From an optimization exercise on the open Yosys and OpenROAD flow, aimed at small area and a short achievable clock period; shortcuts taken in it are not production practice. The RTL was checked by simulation tests, not by an equivalence proof against the original design.

==> flow/design.v (outline; a module is shown in full before it is edited, if it fits) <==
// module iir_filter: 975 lines
// module iir_fa: 4 lines
module iir_filter(
    input clk,
    input rst,
    input signed [11:0] signal_i,
    output signed [11:0] signal_o
    );
  // ...
==> flow/run.sh <==
#!/bin/bash
# synth_recipe.tcl (not shown) runs the flow's synth.tcl, then flattens the netlist and writes it again
# the make line also repeats each setting of config.mk as NAME=value (left out here)
make -C /OpenROAD-flow-scripts/flow DESIGN_CONFIG=/design/flow/config.mk WORK_HOME=/design/flow/orfs CLKGATE_MAP_FILE= SYNTH_SCRIPT=/design/flow/synth_recipe.tcl finish
==> flow/config.mk <==
export PLATFORM = sky130hd
export DESIGN_NAME = iir_filter
export DESIGN_NICKNAME = iir_filter
export VERILOG_FILES = /design/flow/design.v
export SDC_FILE = /design/flow/constraint.sdc
export NUM_CORES = 4
export LEC_CHECK = 0
export ABC_AREA = 1
export CAP_MARGIN = 20
export CORE_MARGIN = 2
export CORE_UTILIZATION = 40
export CTS_BUF_LIST = sky130_fd_sc_hd__clkbuf_4 sky130_fd_sc_hd__clkbuf_8
export PLACE_DENSITY = 0.6
export SLEW_MARGIN = 20
export SYNTH_HIERARCHICAL = 1
==> flow/constraint.sdc <==
create_clock -name core_clock -period 14.5 [get_ports {clk}]
set_input_delay 2.9000 -clock core_clock [delete_from_list [all_inputs] [get_ports {clk}]]
set_output_delay 2.9000 -clock core_clock [all_outputs]
set_load 0.01 [all_outputs]
==> results.txt, run 1 <==
Hold WS around 0.35 ns; P&R area growth vs syn 7.84%; htree depth 4; unrepaired setup endpoints after global routing no; first-pass GRT wire length 70200 um; Vias per Instance a little over 5; met2 wire len between 15000 and 20000 um; number of clock buffers in the layout 21; syn nets just over 2000; status timing/DRC/antenna clean; Synth Area in XOR/XNOR under 10%; sequential area share after synthesis between 20% and 30%; clock-pin slew on the worst setup and hold paths 0.09 ns; fin. max-slew vios 0; most frequent cells in the layout fa_1, nand2_1, inv_1; Iter 0 DRT Violations roughly 900; Finished Cell Area approximately 19000 um^2; maxcap violations 0; Non-clock buffering overhead 1.37%; Leading cell kind multi-input gates; fraction of area in multi-input gates 68.0%; wire length on met3 2890 um; Final Hold Fails 0; Hold Buf Count CTS 0; fmax 174 MHz; # Taps between 500 and 600; M2 GR Usage between 30% and 40%
==> inputs of run 2 (changes only) <==
--- a/flow/design.v
+++ b/flow/design.v
@@ -3,44 +3,120 @@
     input rst,
     input signed [11:0] signal_i,
     output signed [11:0] signal_o
     );
 reg [11:0] y0, y1, y2, y3;    
 reg [11:0] x1, x2, x3, x4;    
 reg [20:0] q, r, s;
 wire ws_1, ws_2;
-iir_fa u_ws_1 (.a(y0[0]), .b(y0[4]), .c(q[8]), .s(ws_1), .co(ws_2));
+iir_fa u_ws_1 (.a(y0[0]), .b(y0[4]), .c(y2[0]), .s(ws_1), .co(ws_2));
 wire ws_3, ws_4;
-iir_fa u_ws_3 (.a(y0[1]), .b(y0[5]), .c(q[9]), .s(ws_3), .co(ws_4));
+iir_fa u_ws_3 (.a(y0[1]), .b(y0[5]), .c(y2[1]), .s(ws_3), .co(ws_4));
 wire ws_5, ws_6;
-iir_fa u_ws_5 (.a(y0[2]), .b(y0[6]), .c(q[10]), .s(ws_5), .co(ws_6));
+iir_fa u_ws_5 (.a(~q[9]), .b(y2[7]), .c(y2[8]), .s(ws_5), .co(ws_6));
 wire ws_7, ws_8;
-iir_fa u_ws_7 (.a(y0[3]), .b(y0[7]), .c(q[11]), .s(ws_7), .co(ws_8));
+iir_fa u_ws_7 (.a(y0[2]), .b(y0[6]), .c(y2[2]), .s(ws_7), .co(ws_8));
 wire ws_9, ws_10;
-iir_fa u_ws_9 (.a(y0[4]), .b(y0[8]), .c(q[12]), .s(ws_9), .co(ws_10));
+iir_fa u_ws_9 (.a(~q[10]), .b(y2[8]), .c(y2[9]), .s(ws_9), .co(ws_10));
 wire ws_11, ws_12;
-iir_fa u_ws_11 (.a(y0[5]), .b(y0[9]), .c(q[13]), .s(ws_11), .co(ws_12));
+iir_fa u_ws_11 (.a(y0[3]), .b(y0[7]), .c(y2[3]), .s(ws_11), .co(ws_12));
 wire ws_13, ws_14;
-iir_fa u_ws_13 (.a(y0[6]), .b(y0[10]), .c(q[14]), .s(ws_13), .co(ws_14));
+iir_fa u_ws_13 (.a(~q[11]), .b(y2[9]), .c(y2[10]), .s(ws_13), .co(ws_14));
 wire ws_15, ws_16;
-iir_fa u_ws_15 (.a(y0[7]), .b(y0[11]), .c(q[15]), .s(ws_15), .co(ws_16));
+iir_fa u_ws_15 (.a(y0[4]), .b(y0[8]), .c(y2[4]), .s(ws_15), .co(ws_16));
 wire ws_17, ws_18;
-assign ws_17 = y0[8] ^ q[16];
-assign ws_18 = y0[8] & q[16];
+iir_fa u_ws_17 (.a(~q[12]), .b(y2[10]), .c(y2[11]), .s(ws_17), .co(ws_18));
 wire ws_19, ws_20;
-assign ws_19 = y0[9] ^ q[17];
-assign ws_20 = y0[9] & q[17];
+iir_fa u_ws_19 (.a(y0[5]), .b(y0[9]), .c(y2[5]), .s(ws_19), .co(ws_20));
 wire ws_21, ws_22;
-assign ws_21 = y0[10] ^ q[18];
-assign ws_22 = y0[10] & q[18];
+assign ws_21 = q[13] ^ ~y2[11];
+assign ws_22 = q[13] & ~y2[11];
 wire ws_23, ws_24;
-assign ws_23 = y0[11] ^ q[19];
-assign ws_24 = y0[11] & q[19];
-wire [20:0] w = {ws_24, ws_22, ws_20, ws_18, ws_16, ws_14, ws_12, ws_10, ws_8, ws_6, ws_4, ws_2, ws_1, y0[3], y0[2], y0[1], y0[0], q[3], q[2], q[1], q[0]} + {q[20], ws_23, ws_21, ws_19, ws_17, ws_15, ws_13, ws_11, ws_9, ws_7, ws_5, ws_3, 1'b0, q[7], q[6], q[5], q[4], 1'b0, 1'b0, 1'b0, 1'b0};
+iir_fa u_ws_23 (.a(y0[6]), .b(y0[10]), .c(y2[6]), .s(ws_23), .co(ws_24));
+wire ws_25, ws_26;
+iir_fa u_ws_25 (.a(y0[7]), .b(y0[11]), .c(y2[7]), .s(ws_25), .co(ws_26));
+wire ws_27, ws_28;
+iir_fa u_ws_27 (.a(y0[0]), .b(q[4]), .c(~y2[2]), .s(ws_27), .co(ws_28));
+wire ws_29, ws_30;
+iir_fa u_ws_29 (.a(y0[1]), .b(q[5]), .c(~y2[3]), .s(ws_29), .co(ws_30));
+wire ws_31, ws_32;
+iir_fa u_ws_31 (.a(y0[2]), .b(q[6]), .c(~y2[4]), .s(ws_31), .co(ws_32));
+wire ws_33, ws_34;
+iir_fa u_ws_33 (.a(y0[3]), .b(q[7]), .c(~y2[5]), .s(ws_33), .co(ws_34));
+wire ws_35, ws_36;
+iir_fa u_ws_35 (.a(~q[8]), .b(y2[6]), .c(y2[7]), .s(ws_35), .co(ws_36));
+wire ws_37, ws_38;
+iir_fa u_ws_37 (.a(ws_2), .b(ws_3), .c(~ws_5), .s(ws_37), .co(ws_38));
+wire ws_39, ws_40;
+iir_fa u_ws_39 (.a(ws_4), .b(ws_7), .c(~ws_6), .s(ws_39), .co(ws_40));
+wire ws_41, ws_42;
+iir_fa u_ws_41 (.a(ws_8), .b(ws_11), .c(~ws_10), .s(ws_41), .co(ws_42));
+wire ws_43, ws_44;
+iir_fa u_ws_43 (.a(ws_12), .b(ws_15), .c(~ws_14), .s(ws_43), .co(ws_44));
+wire ws_45, ws_46;
+iir_fa u_ws_45 (.a(ws_16), .b(ws_19), .c(ws_21), .s(ws_45), .co(ws_46));
+wire ws_47, ws_48;
+iir_fa u_ws_47 (.a(q[14]), .b(ws_20), .c(ws_22), .s(ws_47), .co(ws_48));
+wire ws_49, ws_50;
+iir_fa u_ws_49 (.a(q[15]), .b(ws_24), .c(ws_25), .s(ws_49), .co(ws_50));
+wire ws_51, ws_52;
+iir_fa u_ws_51 (.a(y0[8]), .b(y2[8]), .c(q[16]), .s(ws_51), .co(ws_52));
+wire ws_53, ws_54;
+iir_fa u_ws_53 (.a(y0[9]), .b(y2[9]), .c(q[17]), .s(ws_53), .co(ws_54));
+wire ws_55, ws_56;
+iir_fa u_ws_55 (.a(y0[10]), .b(y2[10]), .c(q[18]), .s(ws_55), .co(ws_56));
+wire ws_57, ws_58;
+iir_fa u_ws_57 (.a(y0[11]), .b(y2[11]), .c(q[19]), .s(ws_57), .co(ws_58));
+wire ws_59, ws_60;
+iir_fa u_ws_59 (.a(~q[2]), .b(y2[0]), .c(y2[1]), .s(ws_59), .co(ws_60));
+wire ws_61, ws_62;
+iir_fa u_ws_61 (.a(~q[3]), .b(y2[1]), .c(y2[2]), .s(ws_61), .co(ws_62));
+wire ws_63, ws_64;
+assign ws_63 = ws_27 ^ ~y2[3];
+assign ws_64 = ws_27 & ~y2[3];
+wire ws_65, ws_66;
+iir_fa u_ws_65 (.a(~y2[4]), .b(ws_28), .c(ws_29), .s(ws_65), .co(ws_66));
+wire ws_67, ws_68;
+iir_fa u_ws_67 (.a(~y2[5]), .b(ws_30), .c(ws_31), .s(ws_67), .co(ws_68));
+wire ws_69, ws_70;
+iir_fa u_ws_69 (.a(~y2[6]), .b(ws_32), .c(ws_33), .s(ws_69), .co(ws_70));
+wire ws_71, ws_72;
+iir_fa u_ws_71 (.a(ws_1), .b(ws_34), .c(~ws_35), .s(ws_71), .co(ws_72));
+wire ws_73, ws_74;
+assign ws_73 = ws_37 ^ ~ws_36;
+assign ws_74 = ws_37 & ~ws_36;
+wire ws_75, ws_76;
+iir_fa u_ws_75 (.a(~ws_9), .b(ws_38), .c(ws_39), .s(ws_75), .co(ws_76));
+wire ws_77, ws_78;
+iir_fa u_ws_77 (.a(~ws_13), .b(ws_40), .c(ws_41), .s(ws_77), .co(ws_78));
+wire ws_79, ws_80;
+iir_fa u_ws_79 (.a(~ws_17), .b(ws_42), .c(ws_43), .s(ws_79), .co(ws_80));
+wire ws_81, ws_82;
+iir_fa u_ws_81 (.a(~ws_18), .b(ws_44), .c(ws_45), .s(ws_81), .co(ws_82));
+wire ws_83, ws_84;
+iir_fa u_ws_83 (.a(ws_23), .b(ws_46), .c(ws_47), .s(ws_83), .co(ws_84));
+wire ws_85, ws_86;
+assign ws_85 = ws_48 ^ ws_49;
+assign ws_86 = ws_48 & ws_49;
+wire ws_87, ws_88;
+iir_fa u_ws_87 (.a(ws_26), .b(ws_50), .c(ws_51), .s(ws_87), .co(ws_88));
+wire ws_89, ws_90;
+assign ws_89 = ws_52 ^ ws_53;
+assign ws_90 = ws_52 & ws_53;
+wire ws_91, ws_92;
+assign ws_91 = ws_54 ^ ws_55;
+assign ws_92 = ws_54 & ws_55;
+wire ws_93, ws_94;
+assign ws_93 = ws_56 ^ ws_57;
+assign ws_94 = ws_56 & ws_57;
+wire ws_95, ws_96;
+assign ws_95 = q[20] ^ ws_58;
+assign ws_96 = q[20] & ws_58;
+wire [20:0] w = {ws_94, ws_92, ws_90, ws_88, ws_86, ws_84, ws_82, ws_80, ws_78, ws_76, ws_74, ws_72, ws_70, ws_68, ws_66, ws_64, ~ws_62, ~ws_60, ~ws_59, q[1], q[0]} + {ws_95, ws_93, ws_91, ws_89, ws_87, ws_85, ws_83, ws_81, ws_79, ws_77, ws_75, ws_73, ws_71, ws_69, ws_67, ws_65, ws_63, ~ws_61, 1'b0, ~y2[0], 1'b0};
 wire ys_1, ys_2;
 iir_fa u_ys_1 (.a(signal_i[0]), .b(signal_i[1]), .c(signal_i[3]), .s(ys_1), .co(ys_2));
 wire ys_3, ys_4;
 iir_fa u_ys_3 (.a(signal_i[1]), .b(signal_i[2]), .c(signal_i[4]), .s(ys_3), .co(ys_4));
 wire ys_5, ys_6;
 iir_fa u_ys_5 (.a(signal_i[2]), .b(signal_i[3]), .c(signal_i[5]), .s(ys_5), .co(ys_6));
 wire ys_7, ys_8;
 iir_fa u_ys_7 (.a(signal_i[3]), .b(signal_i[4]), .c(signal_i[6]), .s(ys_7), .co(ys_8));
@@ -100,299 +176,229 @@
 iir_fa u_qs_9 (.a(y0[4]), .b(y0[5]), .c(y0[10]), .s(qs_9), .co(qs_10));
 wire qs_11, qs_12;
 iir_fa u_qs_11 (.a(x1[3]), .b(x1[5]), .c(y0[2]), .s(qs_11), .co(qs_12));
 wire qs_13, qs_14;
 iir_fa u_qs_13 (.a(y0[5]), .b(y0[6]), .c(y0[11]), .s(qs_13), .co(qs_14));
 wire qs_15, qs_16;
 iir_fa u_qs_15 (.a(x1[4]), .b(x1[6]), .c(y0[3]), .s(qs_15), .co(qs_16));
 wire qs_17, qs_18;
-iir_fa u_qs_17 (.a(y0[6]), .b(y0[7]), .c(y1[4]), .s(qs_17), .co(qs_18));
+iir_fa u_qs_17 (.a(y0[6]), .b(y0[7]), .c(r[12]), .s(qs_17), .co(qs_18));
 wire qs_19, qs_20;
 iir_fa u_qs_19 (.a(x1[5]), .b(x1[7]), .c(y0[4]), .s(qs_19), .co(qs_20));
 wire qs_21, qs_22;
-iir_fa u_qs_21 (.a(x1[0]), .b(y0[0]), .c(y0[1]), .s(qs_21), .co(qs_22));
+iir_fa u_qs_21 (.a(y0[7]), .b(y0[8]), .c(r[13]), .s(qs_21), .co(qs_22));
 wire qs_23, qs_24;
-iir_fa u_qs_23 (.a(x1[1]), .b(y0[1]), .c(y0[2]), .s(qs_23), .co(qs_24));
+iir_fa u_qs_23 (.a(x1[6]), .b(x1[8]), .c(y0[5]), .s(qs_23), .co(qs_24));
 wire qs_25, qs_26;
-iir_fa u_qs_25 (.a(x1[5]), .b(y1[5]), .c(y1[6]), .s(qs_25), .co(qs_26));
+iir_fa u_qs_25 (.a(x1[7]), .b(x1[9]), .c(y0[6]), .s(qs_25), .co(qs_26));
 wire qs_27, qs_28;
-iir_fa u_qs_27 (.a(y0[3]), .b(y0[8]), .c(y1[0]), .s(qs_27), .co(qs_28));
+iir_fa u_qs_27 (.a(x1[8]), .b(x1[10]), .c(y0[7]), .s(qs_27), .co(qs_28));
 wire qs_29, qs_30;
-iir_fa u_qs_29 (.a(x1[6]), .b(y1[6]), .c(y1[7]), .s(qs_29), .co(qs_30));
+iir_fa u_qs_29 (.a(x1[0]), .b(y0[0]), .c(y0[1]), .s(qs_29), .co(qs_30));
 wire qs_31, qs_32;
-iir_fa u_qs_31 (.a(y1[1]), .b(r[9]), .c(qs_2), .s(qs_31), .co(qs_32));
+iir_fa u_qs_31 (.a(x1[1]), .b(y0[1]), .c(y0[2]), .s(qs_31), .co(qs_32));
 wire qs_33, qs_34;
-iir_fa u_qs_33 (.a(x1[7]), .b(y1[7]), .c(y1[8]), .s(qs_33), .co(qs_34));
+iir_fa u_qs_33 (.a(y0[7]), .b(r[7]), .c(~x1[5]), .s(qs_33), .co(qs_34));
 wire qs_35, qs_36;
-iir_fa u_qs_35 (.a(y1[2]), .b(r[10]), .c(qs_4), .s(qs_35), .co(qs_36));
+iir_fa u_qs_35 (.a(y0[3]), .b(y0[8]), .c(r[8]), .s(qs_35), .co(qs_36));
 wire qs_37, qs_38;
-iir_fa u_qs_37 (.a(x1[8]), .b(y1[8]), .c(y1[9]), .s(qs_37), .co(qs_38));
+assign qs_37 = qs_1 ^ ~x1[6];
+assign qs_38 = qs_1 & ~x1[6];
 wire qs_39, qs_40;
-iir_fa u_qs_39 (.a(qs_6), .b(qs_7), .c(qs_9), .s(qs_39), .co(qs_40));
+iir_fa u_qs_39 (.a(r[9]), .b(qs_2), .c(qs_3), .s(qs_39), .co(qs_40));
 wire qs_41, qs_42;
-iir_fa u_qs_41 (.a(y1[3]), .b(r[11]), .c(qs_8), .s(qs_41), .co(qs_42));
+assign qs_41 = qs_5 ^ ~x1[7];
+assign qs_42 = qs_5 & ~x1[7];
 wire qs_43, qs_44;
-iir_fa u_qs_43 (.a(x1[9]), .b(y1[9]), .c(y1[10]), .s(qs_43), .co(qs_44));
+iir_fa u_qs_43 (.a(r[10]), .b(qs_4), .c(qs_6), .s(qs_43), .co(qs_44));
 wire qs_45, qs_46;
-iir_fa u_qs_45 (.a(qs_10), .b(qs_11), .c(qs_13), .s(qs_45), .co(qs_46));
+iir_fa u_qs_45 (.a(~x1[8]), .b(qs_7), .c(qs_9), .s(qs_45), .co(qs_46));
 wire qs_47, qs_48;
-iir_fa u_qs_47 (.a(r[12]), .b(qs_12), .c(qs_14), .s(qs_47), .co(qs_48));
+iir_fa u_qs_47 (.a(r[11]), .b(qs_8), .c(qs_10), .s(qs_47), .co(qs_48));
 wire qs_49, qs_50;
-iir_fa u_qs_49 (.a(x1[10]), .b(y1[10]), .c(y1[11]), .s(qs_49), .co(qs_50));
+iir_fa u_qs_49 (.a(~x1[9]), .b(qs_11), .c(qs_13), .s(qs_49), .co(qs_50));
 wire qs_51, qs_52;
-assign qs_51 = qs_15 ^ qs_17;
-assign qs_52 = qs_15 & qs_17;
+iir_fa u_qs_51 (.a(qs_12), .b(qs_14), .c(qs_15), .s(qs_51), .co(qs_52));
 wire qs_53, qs_54;
-iir_fa u_qs_53 (.a(y0[7]), .b(y0[8]), .c(y1[5]), .s(qs_53), .co(qs_54));
+assign qs_53 = qs_17 ^ ~x1[10];
+assign qs_54 = qs_17 & ~x1[10];
 wire qs_55, qs_56;
-iir_fa u_qs_55 (.a(r[13]), .b(qs_16), .c(qs_18), .s(qs_55), .co(qs_56));
+iir_fa u_qs_55 (.a(qs_16), .b(qs_18), .c(qs_19), .s(qs_55), .co(qs_56));
 wire qs_57, qs_58;
-iir_fa u_qs_57 (.a(x1[11]), .b(y1[11]), .c(~qs_19), .s(qs_57), .co(qs_58));
+assign qs_57 = qs_21 ^ ~x1[11];
+assign qs_58 = qs_21 & ~x1[11];
 wire qs_59, qs_60;
-iir_fa u_qs_59 (.a(x1[6]), .b(x1[8]), .c(y0[5]), .s(qs_59), .co(qs_60));
+iir_fa u_qs_59 (.a(y0[8]), .b(y0[9]), .c(r[14]), .s(qs_59), .co(qs_60));
 wire qs_61, qs_62;
-iir_fa u_qs_61 (.a(y0[8]), .b(y0[9]), .c(y1[6]), .s(qs_61), .co(qs_62));
+iir_fa u_qs_61 (.a(qs_20), .b(qs_22), .c(qs_23), .s(qs_61), .co(qs_62));
 wire qs_63, qs_64;
-assign qs_63 = r[14] ^ qs_20;
-assign qs_64 = r[14] & qs_20;
+iir_fa u_qs_63 (.a(y0[9]), .b(y0[10]), .c(r[15]), .s(qs_63), .co(qs_64));
 wire qs_65, qs_66;
-iir_fa u_qs_65 (.a(x1[7]), .b(x1[9]), .c(y0[6]), .s(qs_65), .co(qs_66));
+assign qs_65 = qs_24 ^ qs_25;
+assign qs_66 = qs_24 & qs_25;
 wire qs_67, qs_68;
-iir_fa u_qs_67 (.a(y0[9]), .b(y0[10]), .c(y1[7]), .s(qs_67), .co(qs_68));
+iir_fa u_qs_67 (.a(y0[10]), .b(y0[11]), .c(r[16]), .s(qs_67), .co(qs_68));
 wire qs_69, qs_70;
-iir_fa u_qs_69 (.a(x1[8]), .b(x1[10]), .c(y0[7]), .s(qs_69), .co(qs_70));
+assign qs_69 = qs_26 ^ qs_27;
+assign qs_70 = qs_26 & qs_27;
 wire qs_71, qs_72;
-iir_fa u_qs_71 (.a(y0[10]), .b(y0[11]), .c(y1[8]), .s(qs_71), .co(qs_72));
+iir_fa u_qs_71 (.a(x1[9]), .b(x1[11]), .c(y0[8]), .s(qs_71), .co(qs_72));
 wire qs_73, qs_74;
-iir_fa u_qs_73 (.a(x1[9]), .b(x1[11]), .c(y0[8]), .s(qs_73), .co(qs_74));
+iir_fa u_qs_73 (.a(y0[11]), .b(r[17]), .c(qs_28), .s(qs_73), .co(qs_74));
 wire qs_75, qs_76;
-iir_fa u_qs_75 (.a(x1[0]), .b(y1[0]), .c(y1[1]), .s(qs_75), .co(qs_76));
+iir_fa u_qs_75 (.a(x1[10]), .b(y0[9]), .c(r[18]), .s(qs_75), .co(qs_76));
 wire qs_77, qs_78;
-iir_fa u_qs_77 (.a(x1[1]), .b(y1[1]), .c(y1[2]), .s(qs_77), .co(qs_78));
+iir_fa u_qs_77 (.a(y0[0]), .b(y0[5]), .c(r[5]), .s(qs_77), .co(qs_78));
 wire qs_79, qs_80;
-iir_fa u_qs_79 (.a(x1[2]), .b(y1[2]), .c(y1[3]), .s(qs_79), .co(qs_80));
+iir_fa u_qs_79 (.a(y0[6]), .b(r[6]), .c(qs_29), .s(qs_79), .co(qs_80));
 wire qs_81, qs_82;
-iir_fa u_qs_81 (.a(x1[3]), .b(y1[3]), .c(y1[4]), .s(qs_81), .co(qs_82));
+iir_fa u_qs_81 (.a(qs_30), .b(qs_31), .c(qs_33), .s(qs_81), .co(qs_82));
 wire qs_83, qs_84;
-iir_fa u_qs_83 (.a(y0[0]), .b(y0[5]), .c(r[5]), .s(qs_83), .co(qs_84));
+iir_fa u_qs_83 (.a(qs_32), .b(qs_34), .c(qs_35), .s(qs_83), .co(qs_84));
 wire qs_85, qs_86;
-iir_fa u_qs_85 (.a(x1[4]), .b(y1[4]), .c(y1[5]), .s(qs_85), .co(qs_86));
+iir_fa u_qs_85 (.a(qs_36), .b(qs_38), .c(qs_39), .s(qs_85), .co(qs_86));
 wire qs_87, qs_88;
-iir_fa u_qs_87 (.a(y0[6]), .b(r[6]), .c(qs_21), .s(qs_87), .co(qs_88));
+iir_fa u_qs_87 (.a(qs_40), .b(qs_42), .c(qs_43), .s(qs_87), .co(qs_88));
 wire qs_89, qs_90;
-iir_fa u_qs_89 (.a(y0[7]), .b(r[7]), .c(qs_22), .s(qs_89), .co(qs_90));
+iir_fa u_qs_89 (.a(qs_44), .b(qs_46), .c(qs_47), .s(qs_89), .co(qs_90));
 wire qs_91, qs_92;
-assign qs_91 = qs_23 ^ ~qs_25;
-assign qs_92 = qs_23 & ~qs_25;
+iir_fa u_qs_91 (.a(qs_48), .b(qs_50), .c(qs_51), .s(qs_91), .co(qs_92));
 wire qs_93, qs_94;
-iir_fa u_qs_93 (.a(r[8]), .b(qs_1), .c(qs_24), .s(qs_93), .co(qs_94));
+iir_fa u_qs_93 (.a(qs_52), .b(qs_54), .c(qs_55), .s(qs_93), .co(qs_94));
 wire qs_95, qs_96;
-iir_fa u_qs_95 (.a(~qs_27), .b(qs_26), .c(qs_29), .s(qs_95), .co(qs_96));
+iir_fa u_qs_95 (.a(qs_56), .b(qs_58), .c(qs_59), .s(qs_95), .co(qs_96));
 wire qs_97, qs_98;
-iir_fa u_qs_97 (.a(qs_3), .b(qs_5), .c(qs_28), .s(qs_97), .co(qs_98));
+iir_fa u_qs_97 (.a(qs_60), .b(qs_62), .c(qs_63), .s(qs_97), .co(qs_98));
 wire qs_99, qs_100;
-iir_fa u_qs_99 (.a(~qs_31), .b(qs_30), .c(qs_33), .s(qs_99), .co(qs_100));
+iir_fa u_qs_99 (.a(qs_64), .b(qs_66), .c(qs_67), .s(qs_99), .co(qs_100));
 wire qs_101, qs_102;
-iir_fa u_qs_101 (.a(qs_32), .b(qs_35), .c(qs_39), .s(qs_101), .co(qs_102));
+iir_fa u_qs_101 (.a(qs_68), .b(qs_70), .c(qs_71), .s(qs_101), .co(qs_102));
 wire qs_103, qs_104;
-assign qs_103 = qs_34 ^ qs_37;
-assign qs_104 = qs_34 | qs_37;
+iir_fa u_qs_103 (.a(qs_72), .b(qs_74), .c(qs_75), .s(qs_103), .co(qs_104));
 wire qs_105, qs_106;
-iir_fa u_qs_105 (.a(qs_36), .b(qs_40), .c(qs_41), .s(qs_105), .co(qs_106));
+iir_fa u_qs_105 (.a(x1[11]), .b(y0[10]), .c(r[19]), .s(qs_105), .co(qs_106));
 wire qs_107, qs_108;
-iir_fa u_qs_107 (.a(~qs_45), .b(qs_38), .c(qs_43), .s(qs_107), .co(qs_108));
+iir_fa u_qs_107 (.a(y0[2]), .b(r[2]), .c(~x1[0]), .s(qs_107), .co(qs_108));
 wire qs_109, qs_110;
-iir_fa u_qs_109 (.a(qs_42), .b(qs_46), .c(qs_47), .s(qs_109), .co(qs_110));
+iir_fa u_qs_109 (.a(y0[3]), .b(r[3]), .c(~x1[1]), .s(qs_109), .co(qs_110));
 wire qs_111, qs_112;
-iir_fa u_qs_111 (.a(~qs_51), .b(qs_44), .c(qs_49), .s(qs_111), .co(qs_112));
+iir_fa u_qs_111 (.a(y0[4]), .b(r[4]), .c(~x1[2]), .s(qs_111), .co(qs_112));
 wire qs_113, qs_114;
-iir_fa u_qs_113 (.a(qs_48), .b(qs_52), .c(qs_53), .s(qs_113), .co(qs_114));
+assign qs_113 = qs_77 ^ ~x1[3];
+assign qs_114 = qs_77 & ~x1[3];
 wire qs_115, qs_116;
-iir_fa u_qs_115 (.a(~qs_55), .b(qs_50), .c(qs_57), .s(qs_115), .co(qs_116));
+iir_fa u_qs_115 (.a(~x1[4]), .b(qs_78), .c(qs_79), .s(qs_115), .co(qs_116));
 wire qs_117, qs_118;
-iir_fa u_qs_117 (.a(qs_54), .b(qs_56), .c(qs_59), .s(qs_117), .co(qs_118));
+assign qs_117 = qs_80 ^ qs_81;
+assign qs_118 = qs_80 & qs_81;
 wire qs_119, qs_120;
-iir_fa u_qs_119 (.a(qs_61), .b(qs_63), .c(~qs_58), .s(qs_119), .co(qs_120));
+iir_fa u_qs_119 (.a(qs_37), .b(qs_82), .c(qs_83), .s(qs_119), .co(qs_120));
 wire qs_121, qs_122;
-iir_fa u_qs_121 (.a(r[15]), .b(qs_60), .c(qs_62), .s(qs_121), .co(qs_122));
+iir_fa u_qs_121 (.a(qs_41), .b(qs_84), .c(qs_85), .s(qs_121), .co(qs_122));
 wire qs_123, qs_124;
-iir_fa u_qs_123 (.a(qs_64), .b(qs_65), .c(qs_67), .s(qs_123), .co(qs_124));
+iir_fa u_qs_123 (.a(qs_45), .b(qs_86), .c(qs_87), .s(qs_123), .co(qs_124));
 wire qs_125, qs_126;
-iir_fa u_qs_125 (.a(r[16]), .b(qs_66), .c(qs_68), .s(qs_125), .co(qs_126));
+iir_fa u_qs_125 (.a(qs_49), .b(qs_88), .c(qs_89), .s(qs_125), .co(qs_126));
 wire qs_127, qs_128;
-assign qs_127 = qs_69 ^ qs_71;
-assign qs_128 = qs_69 & qs_71;
+iir_fa u_qs_127 (.a(qs_53), .b(qs_90), .c(qs_91), .s(qs_127), .co(qs_128));
 wire qs_129, qs_130;
-iir_fa u_qs_129 (.a(y0[11]), .b(y1[9]), .c(r[17]), .s(qs_129), .co(qs_130));
+iir_fa u_qs_129 (.a(qs_57), .b(qs_92), .c(qs_93), .s(qs_129), .co(qs_130));
 wire qs_131, qs_132;
-iir_fa u_qs_131 (.a(qs_70), .b(qs_72), .c(qs_73), .s(qs_131), .co(qs_132));
+iir_fa u_qs_131 (.a(qs_61), .b(qs_94), .c(qs_95), .s(qs_131), .co(qs_132));
 wire qs_133, qs_134;
-iir_fa u_qs_133 (.a(x1[10]), .b(y0[9]), .c(y1[10]), .s(qs_133), .co(qs_134));
+iir_fa u_qs_133 (.a(qs_65), .b(qs_96), .c(qs_97), .s(qs_133), .co(qs_134));
 wire qs_135, qs_136;
-assign qs_135 = r[18] ^ qs_74;
-assign qs_136 = r[18] & qs_74;
+iir_fa u_qs_135 (.a(qs_69), .b(qs_98), .c(qs_99), .s(qs_135), .co(qs_136));
 wire qs_137, qs_138;
-iir_fa u_qs_137 (.a(x1[11]), .b(y0[10]), .c(y1[11]), .s(qs_137), .co(qs_138));
+iir_fa u_qs_137 (.a(qs_73), .b(qs_100), .c(qs_101), .s(qs_137), .co(qs_138));
 wire qs_139, qs_140;
-iir_fa u_qs_139 (.a(y0[3]), .b(r[3]), .c(~qs_76), .s(qs_139), .co(qs_140));
+assign qs_139 = qs_102 ^ qs_103;
+assign qs_140 = qs_102 & qs_103;
 wire qs_141, qs_142;
-iir_fa u_qs_141 (.a(y0[4]), .b(r[4]), .c(~qs_78), .s(qs_141), .co(qs_142));
+iir_fa u_qs_141 (.a(qs_76), .b(qs_104), .c(qs_105), .s(qs_141), .co(qs_142));
 wire qs_143, qs_144;
-iir_fa u_qs_143 (.a(~qs_83), .b(qs_80), .c(qs_81), .s(qs_143), .co(qs_144));
+iir_fa u_qs_143 (.a(y0[11]), .b(r[20]), .c(qs_106), .s(qs_143), .co(qs_144));
 wire qs_145, qs_146;
-iir_fa u_qs_145 (.a(qs_84), .b(qs_87), .c(~qs_82), .s(qs_145), .co(qs_146));
+iir_fa u_qs_145 (.a(qs_116), .b(qs_117), .c(signal_i[0]), .s(qs_145), .co(qs_146));
 wire qs_147, qs_148;
-iir_fa u_qs_147 (.a(qs_88), .b(qs_89), .c(qs_91), .s(qs_147), .co(qs_148));
+iir_fa u_qs_147 (.a(qs_118), .b(qs_119), .c(signal_i[1]), .s(qs_147), .co(qs_148));
 wire qs_149, qs_150;
-iir_fa u_qs_149 (.a(qs_90), .b(qs_92), .c(qs_93), .s(qs_149), .co(qs_150));
+iir_fa u_qs_149 (.a(qs_120), .b(qs_121), .c(signal_i[2]), .s(qs_149), .co(qs_150));
 wire qs_151, qs_152;
-iir_fa u_qs_151 (.a(qs_94), .b(qs_97), .c(~qs_96), .s(qs_151), .co(qs_152));
+iir_fa u_qs_151 (.a(qs_122), .b(qs_123), .c(signal_i[3]), .s(qs_151), .co(qs_152));
 wire qs_153, qs_154;
-iir_fa u_qs_153 (.a(qs_98), .b(qs_101), .c(qs_103), .s(qs_153), .co(qs_154));
+iir_fa u_qs_153 (.a(qs_124), .b(qs_125), .c(signal_i[4]), .s(qs_153), .co(qs_154));
 wire qs_155, qs_156;
-iir_fa u_qs_155 (.a(qs_102), .b(qs_105), .c(~qs_104), .s(qs_155), .co(qs_156));
+iir_fa u_qs_155 (.a(qs_126), .b(qs_127), .c(signal_i[5]), .s(qs_155), .co(qs_156));
 wire qs_157, qs_158;
-iir_fa u_qs_157 (.a(qs_106), .b(qs_109), .c(~qs_108), .s(qs_157), .co(qs_158));
+iir_fa u_qs_157 (.a(qs_128), .b(qs_129), .c(signal_i[6]), .s(qs_157), .co(qs_158));
 wire qs_159, qs_160;
-iir_fa u_qs_159 (.a(qs_110), .b(qs_113), .c(~qs_112), .s(qs_159), .co(qs_160));
+iir_fa u_qs_159 (.a(qs_130), .b(qs_131), .c(signal_i[7]), .s(qs_159), .co(qs_160));
 wire qs_161, qs_162;
-iir_fa u_qs_161 (.a(qs_114), .b(qs_117), .c(qs_119), .s(qs_161), .co(qs_162));
+iir_fa u_qs_161 (.a(qs_132), .b(qs_133), .c(signal_i[8]), .s(qs_161), .co(qs_162));
 wire qs_163, qs_164;
-iir_fa u_qs_163 (.a(qs_118), .b(qs_120), .c(qs_121), .s(qs_163), .co(qs_164));
+iir_fa u_qs_163 (.a(qs_134), .b(qs_135), .c(signal_i[9]), .s(qs_163), .co(qs_164));
 wire qs_165, qs_166;
-iir_fa u_qs_165 (.a(qs_122), .b(qs_124), .c(qs_125), .s(qs_165), .co(qs_166));
+iir_fa u_qs_165 (.a(qs_136), .b(qs_137), .c(signal_i[10]), .s(qs_165), .co(qs_166));
 wire qs_167, qs_168;
-iir_fa u_qs_167 (.a(qs_126), .b(qs_128), .c(qs_129), .s(qs_167), .co(qs_168));
+iir_fa u_qs_167 (.a(qs_138), .b(qs_139), .c(~signal_i[11]), .s(qs_167), .co(qs_168));
 wire qs_169, qs_170;
-iir_fa u_qs_169 (.a(qs_130), .b(qs_132), .c(qs_133), .s(qs_169), .co(qs_170));
+iir_fa u_qs_169 (.a(y0[0]), .b(r[0]), .c(signal_i[0]), .s(qs_169), .co(qs_170));
 wire qs_171, qs_172;
-iir_fa u_qs_171 (.a(r[19]), .b(qs_134), .c(qs_136), .s(qs_171), .co(qs_172));
+iir_fa u_qs_171 (.a(y0[1]), .b(r[1]), .c(signal_i[1]), .s(qs_171), .co(qs_172));
 wire qs_173, qs_174;
-iir_fa u_qs_173 (.a(y0[11]), .b(r[20]), .c(qs_138), .s(qs_173), .co(qs_174));
+assign qs_173 = qs_107 ^ signal_i[2];
+assign qs_174 = qs_107 & signal_i[2];
 wire qs_175, qs_176;
-iir_fa u_qs_175 (.a(y0[1]), .b(r[1]), .c(~y1[0]), .s(qs_175), .co(qs_176));
+iir_fa u_qs_175 (.a(qs_108), .b(qs_109), .c(signal_i[3]), .s(qs_175), .co(qs_176));
 wire qs_177, qs_178;
-iir_fa u_qs_177 (.a(y0[2]), .b(r[2]), .c(~qs_75), .s(qs_177), .co(qs_178));
+iir_fa u_qs_177 (.a(qs_110), .b(qs_111), .c(signal_i[4]), .s(qs_177), .co(qs_178));
 wire qs_179, qs_180;
-assign qs_179 = qs_139 ^ ~qs_77;
-assign qs_180 = qs_139 & ~qs_77;
+iir_fa u_qs_179 (.a(qs_112), .b(qs_113), .c(signal_i[5]), .s(qs_179), .co(qs_180));
 wire qs_181, qs_182;
-iir_fa u_qs_181 (.a(~qs_79), .b(qs_140), .c(qs_141), .s(qs_181), .co(qs_182));
+iir_fa u_qs_181 (.a(qs_114), .b(qs_115), .c(signal_i[6]), .s(qs_181), .co(qs_182));
 wire qs_183, qs_184;
-assign qs_183 = qs_142 ^ ~qs_143;
-assign qs_184 = qs_142 & ~qs_143;
+assign qs_183 = signal_i[7] ^ qs_145;
+assign qs_184 = signal_i[7] & qs_145;
 wire qs_185, qs_186;
-iir_fa u_qs_185 (.a(qs_85), .b(~qs_145), .c(qs_144), .s(qs_185), .co(qs_186));
+iir_fa u_qs_185 (.a(signal_i[8]), .b(qs_146), .c(qs_147), .s(qs_185), .co(qs_186));
 wire qs_187, qs_188;
-iir_fa u_qs_187 (.a(~qs_86), .b(qs_146), .c(qs_147), .s(qs_187), .co(qs_188));
+iir_fa u_qs_187 (.a(signal_i[9]), .b(qs_148), .c(qs_149), .s(qs_187), .co(qs_188));
 wire qs_189, qs_190;
-iir_fa u_qs_189 (.a(~qs_95), .b(qs_148), .c(qs_149), .s(qs_189), .co(qs_190));
+iir_fa u_qs_189 (.a(signal_i[10]), .b(qs_150), .c(qs_151), .s(qs_189), .co(qs_190));
 wire qs_191, qs_192;
-iir_fa u_qs_191 (.a(~qs_99), .b(qs_150), .c(qs_151), .s(qs_191), .co(qs_192));
+iir_fa u_qs_191 (.a(~signal_i[11]), .b(qs_152), .c(qs_153), .s(qs_191), .co(qs_192));
 wire qs_193, qs_194;
-iir_fa u_qs_193 (.a(~qs_100), .b(qs_152), .c(qs_153), .s(qs_193), .co(qs_194));
+assign qs_193 = qs_154 ^ qs_155;
+assign qs_194 = qs_154 & qs_155;
 wire qs_195, qs_196;
-iir_fa u_qs_195 (.a(~qs_107), .b(qs_154), .c(qs_155), .s(qs_195), .co(qs_196));
+assign qs_195 = qs_156 ^ qs_157;
+assign qs_196 = qs_156 & qs_157;
 wire qs_197, qs_198;
-iir_fa u_qs_197 (.a(~qs_111), .b(qs_156), .c(qs_157), .s(qs_197), .co(qs_198));
+assign qs_197 = qs_158 ^ qs_159;
+assign qs_198 = qs_158 & qs_159;
 wire qs_199, qs_200;
-iir_fa u_qs_199 (.a(~qs_115), .b(qs_158), .c(qs_159), .s(qs_199), .co(qs_200));
+assign qs_199 = qs_160 ^ qs_161;
+assign qs_200 = qs_160 & qs_161;
 wire qs_201, qs_202;
-iir_fa u_qs_201 (.a(~qs_116), .b(qs_160), .c(qs_161), .s(qs_201), .co(qs_202));
+assign qs_201 = qs_162 ^ qs_163;
+assign qs_202 = qs_162 & qs_163;
 wire qs_203, qs_204;
-iir_fa u_qs_203 (.a(qs_123), .b(qs_162), .c(qs_163), .s(qs_203), .co(qs_204));
+assign qs_203 = qs_164 ^ qs_165;
+assign qs_204 = qs_164 & qs_165;
 wire qs_205, qs_206;
-iir_fa u_qs_205 (.a(qs_127), .b(qs_164), .c(qs_165), .s(qs_205), .co(qs_206));
+assign qs_205 = qs_166 ^ qs_167;
+assign qs_206 = qs_166 & qs_167;
 wire qs_207, qs_208;
-iir_fa u_qs_207 (.a(qs_131), .b(qs_166), .c(qs_167), .s(qs_207), .co(qs_208));
+iir_fa u_qs_207 (.a(qs_140), .b(qs_141), .c(qs_168), .s(qs_207), .co(qs_208));
 wire qs_209, qs_210;
-iir_fa u_qs_209 (.a(qs_135), .b(qs_168), .c(qs_169), .s(qs_209), .co(qs_210));
-wire qs_211, qs_212;
-iir_fa u_qs_211 (.a(qs_137), .b(qs_170), .c(qs_171), .s(qs_211), .co(qs_212));
-wire qs_213, qs_214;
-assign qs_213 = qs_172 ^ qs_173;
-assign qs_214 = qs_172 & qs_173;
-wire qs_215, qs_216;
-iir_fa u_qs_215 (.a(qs_187), .b(signal_i[0]), .c(signal_i[7]), .s(qs_215), .co(qs_216));
-wire qs_217, qs_218;
-iir_fa u_qs_217 (.a(qs_188), .b(qs_189), .c(signal_i[1]), .s(qs_217), .co(qs_218));
-wire qs_219, qs_220;
-iir_fa u_qs_219 (.a(qs_190), .b(qs_191), .c(signal_i[2]), .s(qs_219), .co(qs_220));
-wire qs_221, qs_222;
-iir_fa u_qs_221 (.a(qs_192), .b(qs_193), .c(signal_i[3]), .s(qs_221), .co(qs_222));
-wire qs_223, qs_224;
-iir_fa u_qs_223 (.a(qs_194), .b(qs_195), .c(signal_i[4]), .s(qs_223), .co(qs_224));
-wire qs_225, qs_226;
-iir_fa u_qs_225 (.a(qs_196), .b(qs_197), .c(signal_i[5]), .s(qs_225), .co(qs_226));
-wire qs_227, qs_228;
-iir_fa u_qs_227 (.a(qs_198), .b(qs_199), .c(signal_i[6]), .s(qs_227), .co(qs_228));
-wire qs_229, qs_230;
-iir_fa u_qs_229 (.a(qs_200), .b(qs_201), .c(signal_i[7]), .s(qs_229), .co(qs_230));
-wire qs_231, qs_232;
-iir_fa u_qs_231 (.a(qs_202), .b(qs_203), .c(signal_i[8]), .s(qs_231), .co(qs_232));
-wire qs_233, qs_234;
-iir_fa u_qs_233 (.a(qs_204), .b(qs_205), .c(signal_i[9]), .s(qs_233), .co(qs_234));
-wire qs_235, qs_236;
-iir_fa u_qs_235 (.a(qs_206), .b(qs_207), .c(signal_i[10]), .s(qs_235), .co(qs_236));
-wire qs_237, qs_238;
-iir_fa u_qs_237 (.a(qs_208), .b(qs_209), .c(~signal_i[11]), .s(qs_237), .co(qs_238));
-wire qs_239, qs_240;
-iir_fa u_qs_239 (.a(y0[0]), .b(r[0]), .c(signal_i[0]), .s(qs_239), .co(qs_240));
-wire qs_241, qs_242;
-assign qs_241 = qs_175 ^ signal_i[1];
-assign qs_242 = qs_175 & signal_i[1];
-wire qs_243, qs_244;
-iir_fa u_qs_243 (.a(qs_176), .b(qs_177), .c(signal_i[2]), .s(qs_243), .co(qs_244));
-wire qs_245, qs_246;
-iir_fa u_qs_245 (.a(qs_178), .b(qs_179), .c(signal_i[3]), .s(qs_245), .co(qs_246));
-wire qs_247, qs_248;
-iir_fa u_qs_247 (.a(qs_180), .b(qs_181), .c(signal_i[4]), .s(qs_247), .co(qs_248));
-wire qs_249, qs_250;
-iir_fa u_qs_249 (.a(qs_182), .b(qs_183), .c(signal_i[5]), .s(qs_249), .co(qs_250));
-wire qs_251, qs_252;
-iir_fa u_qs_251 (.a(qs_184), .b(signal_i[6]), .c(~qs_185), .s(qs_251), .co(qs_252));
-wire qs_253, qs_254;
-assign qs_253 = qs_215 ^ ~qs_186;
-assign qs_254 = qs_215 & ~qs_186;
-wire qs_255, qs_256;
-iir_fa u_qs_255 (.a(signal_i[8]), .b(qs_216), .c(qs_217), .s(qs_255), .co(qs_256));
-wire qs_257, qs_258;
-iir_fa u_qs_257 (.a(signal_i[9]), .b(qs_218), .c(qs_219), .s(qs_257), .co(qs_258));
-wire qs_259, qs_260;
-iir_fa u_qs_259 (.a(signal_i[10]), .b(qs_220), .c(qs_221), .s(qs_259), .co(qs_260));
-wire qs_261, qs_262;
-iir_fa u_qs_261 (.a(~signal_i[11]), .b(qs_222), .c(qs_223), .s(qs_261), .co(qs_262));
-wire qs_263, qs_264;
-assign qs_263 = qs_224 ^ qs_225;
-assign qs_264 = qs_224 & qs_225;
-wire qs_265, qs_266;
-assign qs_265 = qs_226 ^ qs_227;
-assign qs_266 = qs_226 & qs_227;
-wire qs_267, qs_268;
-assign qs_267 = qs_228 ^ qs_229;
-assign qs_268 = qs_228 & qs_229;
-wire qs_269, qs_270;
-assign qs_269 = qs_230 ^ qs_231;
-assign qs_270 = qs_230 & qs_231;
-wire qs_271, qs_272;
-assign qs_271 = qs_232 ^ qs_233;
-assign qs_272 = qs_232 & qs_233;
-wire qs_273, qs_274;
-assign qs_273 = qs_234 ^ qs_235;
-assign qs_274 = qs_234 & qs_235;
-wire qs_275, qs_276;
-assign qs_275 = qs_236 ^ qs_237;
-assign qs_276 = qs_236 & qs_237;
-wire qs_277, qs_278;
-iir_fa u_qs_277 (.a(qs_210), .b(qs_211), .c(qs_238), .s(qs_277), .co(qs_278));
-wire qs_279, qs_280;
-assign qs_279 = qs_212 ^ qs_213;
-assign qs_280 = qs_212 & qs_213;
-wire [20:0] qn = {qs_278, qs_276, qs_274, qs_272, qs_270, qs_268, qs_266, qs_264, qs_262, qs_260, qs_258, qs_256, qs_254, qs_252, qs_250, qs_248, qs_246, qs_244, qs_242, qs_240, qs_239} + {qs_279, qs_277, qs_275, qs_273, qs_271, qs_269, qs_267, qs_265, qs_263, qs_261, qs_259, qs_257, qs_255, qs_253, qs_251, qs_249, qs_247, qs_245, qs_243, qs_241, 1'b0};
+assign qs_209 = qs_142 ^ qs_143;
+assign qs_210 = qs_142 & qs_143;
+wire [20:0] qn = {qs_208, qs_206, qs_204, qs_202, qs_200, qs_198, qs_196, qs_194, qs_192, qs_190, qs_188, qs_186, qs_184, qs_182, qs_180, qs_178, qs_176, qs_174, qs_172, qs_170, qs_169} + {qs_209, qs_207, qs_205, qs_203, qs_201, qs_199, qs_197, qs_195, qs_193, qs_191, qs_189, qs_187, qs_185, qs_183, qs_181, qs_179, qs_177, qs_175, qs_173, qs_171, 1'b0};
 wire rs_1, rs_2;
 assign rs_1 = x1[5] ^ x1[9];
 assign rs_2 = x1[5] & x1[9];
 wire rs_3, rs_4;
 assign rs_3 = x1[6] ^ x1[10];
 assign rs_4 = x1[6] & x1[10];
 wire rs_5, rs_6;
 assign rs_5 = x1[2] ^ x1[6];
@@ -958,17 +964,17 @@
 wire ss_251, ss_252;
 assign ss_251 = x2[10] ^ ss_214;
 assign ss_252 = x2[10] & ss_214;
 wire [20:0] sn = {1'b0, ss_252, ss_250, ss_248, ss_246, ss_244, ss_242, ss_240, ss_238, ss_236, ss_234, ss_232, ss_230, ss_228, ss_226, ss_224, ss_222, ss_220, ss_218, ss_216, ss_215} + {1'b0, x2[11], ss_251, ss_249, ss_247, ss_245, ss_243, ss_241, ss_239, ss_237, ss_235, ss_233, ss_231, ss_229, ss_227, ss_225, ss_223, ss_221, ss_219, ss_217, 1'b0};
 always @(posedge clk or posedge rst) begin
     if (rst) begin
         y0 <= 12'h7ff; y1 <= 12'h7ff; y2 <= 12'h7ff; y3 <= 12'h7ff;
         x1 <= 12'h800; x2 <= 12'h800; x3 <= 12'h800; x4 <= 12'h800;
-        q <= 21'h16b110; r <= 21'hd5475;
+        q <= 21'he8210; r <= 21'hd5475;
     end else begin
         y0 <= {ysum[20], ~ysum[19:9]}; y1 <= y0; y2 <= y1; y3 <= y2;
         x1 <= {~signal_i[11], signal_i[10:0]}; x2 <= x1; x3 <= x2; x4 <= x3;
         q <= qn; r <= rn;
     end
 end
 always @(posedge clk) s <= sn;
 assign signal_o = {y0[11], ~y0[10:0]};
==> run 2 against run 1 <==
- still clean
- core utilization is 0.27 points higher
- non-clock buffer count unchanged
- wire length increased by 5.9%
- fmax is 3.0% higher
- synthesized area is 0.98% higher
- critical path depth shrank 1
- sequential cell count unchanged
- sequential share of layout area shrank 0.23 points
- synthesized cell count rose by 2.5%
- critical endpoint is now y0[10]
- highest routed layer unchanged
==> results.txt, run 2 <==
clock latency on the worst-skew pair 0.52 ns (about the same); Synth Area in XOR/XNOR 4.02% (was 3.66%); pre-CTS setup slack 8.37 ns (was 8.30 ns); Post-DP HPWL 39100 um (was 35100 um); number of global-route vias before repair 12501 (was 11501); post-CTS sizing 0 (unchanged); largest family of logic cells by synthesized area adder cells (unchanged); Startpoint Class input pin (was register); Worst Hold Depth 0 (unchanged); htree depth 4 (unchanged); clk buf depth 2 (unchanged); Placer Congestion 0.892 (was 0.880); Hold WS 0.357 ns (was 0.350 ns); per-cell routed wire length 21.2 um (was 20.4 um); post-synth top area share 44.1% (was 45.0%); Post-CTS Setup Inserts 0 (unchanged); flops & latches, synth 158 (unchanged); CP arrival 6.06 ns (was 6.16 ns); Tightest Pin Transition 0.768 ns (was 0.851 ns); fill count 4102 (was 4008); YS warnings 7 (unchanged); worst setup margin 8.90 ns (was 8.74 ns); status timing/DRC/antenna clean (unchanged); Global Route Usage Sum 21.9% (was 21.4%); Top-Level Pins 26 (unchanged); Final Hold Fails 0 (unchanged); reg2reg start y0[6] (was x1[4]); post-synthesis simple-gate area fraction 9.04% (was 9.33%); DR vias 11229 (was 11031); Layout Skew 0.0159 ns (was 0.0136 ns); largest registers r (21), s (21), q (20) (unchanged); Port-buffer cells 25 (unchanged); area of the core 43300 um^2 (was 43100 um^2); worst hold endpoint x4[9] (was x4[7]); most used flip-flop cell after synthesis dfrtp_1 (unchanged); maxcap violations 0 (unchanged); clock-pin slew on the worst setup and hold paths 0.10 ns (was 0.09 ns); CTS Sinks 158 (unchanged); Final ANT Viol Nets 0 (unchanged); worst r2r path cells 20 (was 14); Die Y 214 um (was 213 um); Post-Syn Area 17600 um^2 (was 17500 um^2); DRT Wirelength 46400 um (was 43800 um); CTS tree done (unchanged); Worst Setup End Kind register (unchanged); R2R Setup Slk 8.94 ns (was 8.74 ns); cell taking the most area after synthesis fa_1 (unchanged); FFs w/ async S/R, synth 86.7% (unchanged); CP Max Fanout 6 (was 7); Tmin final 5.60 ns (was 5.76 ns); Slew HR 48.8% (was 43.2%); synth top area cells fa_1, ha_1, dfrtp_1, dfstp_2, nand2_1 (was fa_1, dfstp_2, dfrtp_1, ha_1, nand2_1); Setup Viol. Count Final 0 (unchanged); die footprint 45800 um^2 (was 45300 um^2); sequential area share after synthesis 22.3% (was 22.5%); initial antenna violation count 0 (unchanged); Iter 0 DRT Violations 744 (was 893); worst setup path category input pin to register (was register to register); unrepaired setup endpoints after global routing no (unchanged); largest net degree at the start of global routing 78 (was 72); Post-Synthesis Cells 1544 (was 1507); Worst Hold Class register to register (unchanged); Avg Inst Size Synth 11.4 um^2 (was 11.6 um^2); syn nets 2093 (was 2052); mux cell area share after synthesis 0% (unchanged); Vias per Instance 5.14 (was 5.13); commonest cells in the netlist fa_1, nand2_1, inv_1 (unchanged); CP startpoint signal_i[8] (was x1[4]); most frequent cells in the layout fa_1, nand2_1, inv_1 (unchanged); root buffer selected by CTS clkbuf_8 (unchanged); first-pass GRT wire length 74800 um (was 70200 um); share of cells above drive strength 1 7.44% (was 7.93%); grt ovf 0 (unchanged); Compound-Gate Fraction of Synth Area 5.42% (was 5.38%); P&R area growth vs syn 7.92% (was 7.84%); Hold Crit Start x3[9] (was x3[7]); fmax 179 MHz (was 174 MHz); Die X 214 um (was 213 um); part of the cycle the worst path needs 38.6% (was 39.7%); Post-synth EDFFs 0 (unchanged); Yosys cell types 37 (was 39); FP Rows 76 (unchanged); nets 2136 (was 2096); most frequent cell after synthesis fa_1 (unchanged); commonest non-fill, non-tap cell in the layout fa_1 (unchanged); Setup TNS 0 ns (unchanged); router iterations before antenna repair 5 (unchanged); Initial Util 40.7% (was 40.5%); post-synthesis adder-cell area fraction 54.5% (was 54.9%); fin. max-slew vios 0 (unchanged); Req. time, crit path 14.96 ns (was 14.90 ns); RR Endpoint y0[11] (was q[19]); Hold Buf Count CTS 0 (unchanged); CTS buffer count 17 (unchanged); Residual DRC 0 (unchanged)
run 2: routing by layer:
metal	global-route usage (%)	vias up	part of all wire, %
met5	0	-	0
met4	5.57	0	2.0
met3	3.31	48	4.5
met2	36.6	264	50
met1	30.1	5948	44
li1	-	4969	-
run 2: final cells by class:
type | count | area [um^2] | area share (%)
clock inverters | 13 | 150 | 0.789
repair buffers | 26 | 258 | 1.35
well taps | 585 | 732 | 3.85
inverters | 218 | 823 | 4.33
multi-input cells | 1166 | 12900 | 67.6
flip-flops and latches | 158 | 3930 | 20.7
diodes | 1 | 2.50 | 0.0132
clock buffers | 19 | 262 | 1.37
run 2: Yosys stat by module, one instance, submodules excluded:
module | times used | flops+latches | cells
iir_filter | 1 | 158 | 1159
iir_fa | 385 | 0 | 1
run 2: worst max path at each step:
stage,endpoint,slack [ns],cells after the start
6_report,y0[10],8.90,13
5_1_grt,y0[11],8.54,21
4_1_cts,y0[10],8.94,13
3_5_place_dp,y0[10],8.37,13
3_3_place_gp,y0[11],8.41,15
2_1_floorplan,q[10],8.04,1
run 2: kinds of logic (layout without fill, tap and decap cells):
| family | count (synthesis) | in the layout |
|---|---|---|
| adder cells (fa/ha/maj) | 535 | 535 |
| AND/OR/NAND/NOR | 380 | 380 |
| buffers and inverters | 220 | 276 |
| AO/OA/AOI/OAI | 170 | 170 |
| flip-flops | 158 | 158 |
| XOR/XNOR | 81 | 81 |
| other | 0 | 1 |
run 2: through the flow:
| step | utilization, % | std cells | area (um^2) |
|---|---|---|---|
| floorplan | - | 1544 | 17600 |
| global route | 44.0 | 2185 | 19000 |
| detailed placement | 43.0 | 2153 | 18600 |
| CTS | 44.0 | 2185 | 19000 |
| finish | 44.0 | 2186 | 19000 |
| global placement | 43.0 | 2153 | 18600 |
run 2: critical path, stage by stage:
cell,delay (ns)
clkdlybuf4s50_1,0.68
fa_1,0.68
fa_1,0.42
ha_1,0.35
a21oi_1,0.24
o21ai_0,0.13
nand2_1,0.08
nand2_1,0.07
a21oi_1,0.20
nor2_2,0.07
nand2_1,0.08
nand3_1,0.07
nand2_1,0.07

port drivers added, routing unchanged:
How much do the figures lean on ideal ports? The routed layouts below were timed once more, with nothing changed but the port constraints. Step 1, drivers: a clkbuf_16 drives clk and a buf_2 each remaining input, both assumed. Step 2 moves the port delays by t, midway between the first and last clock arrival at a register: inputs arrive t later, outputs are due t later. That takes back most of the time a late clock gives input paths. Slacks: ideal / step 1 / step 2; pairs: ideal / step 1.
run | shift t [ns] | setup slack, ns | worst slew at a driven data input, ns
run 1 | 0.559 | 8.737 / 8.737 / 8.274 | 0.04
run 2 | 0.569 | 8.902 / 8.935 / 8.366 | 0.04
After both steps every run listed still meets setup and hold. For run 2, which loses most, drivers alone change the setup slack by +0.033 ns; drivers and shift together by -0.536 ns.
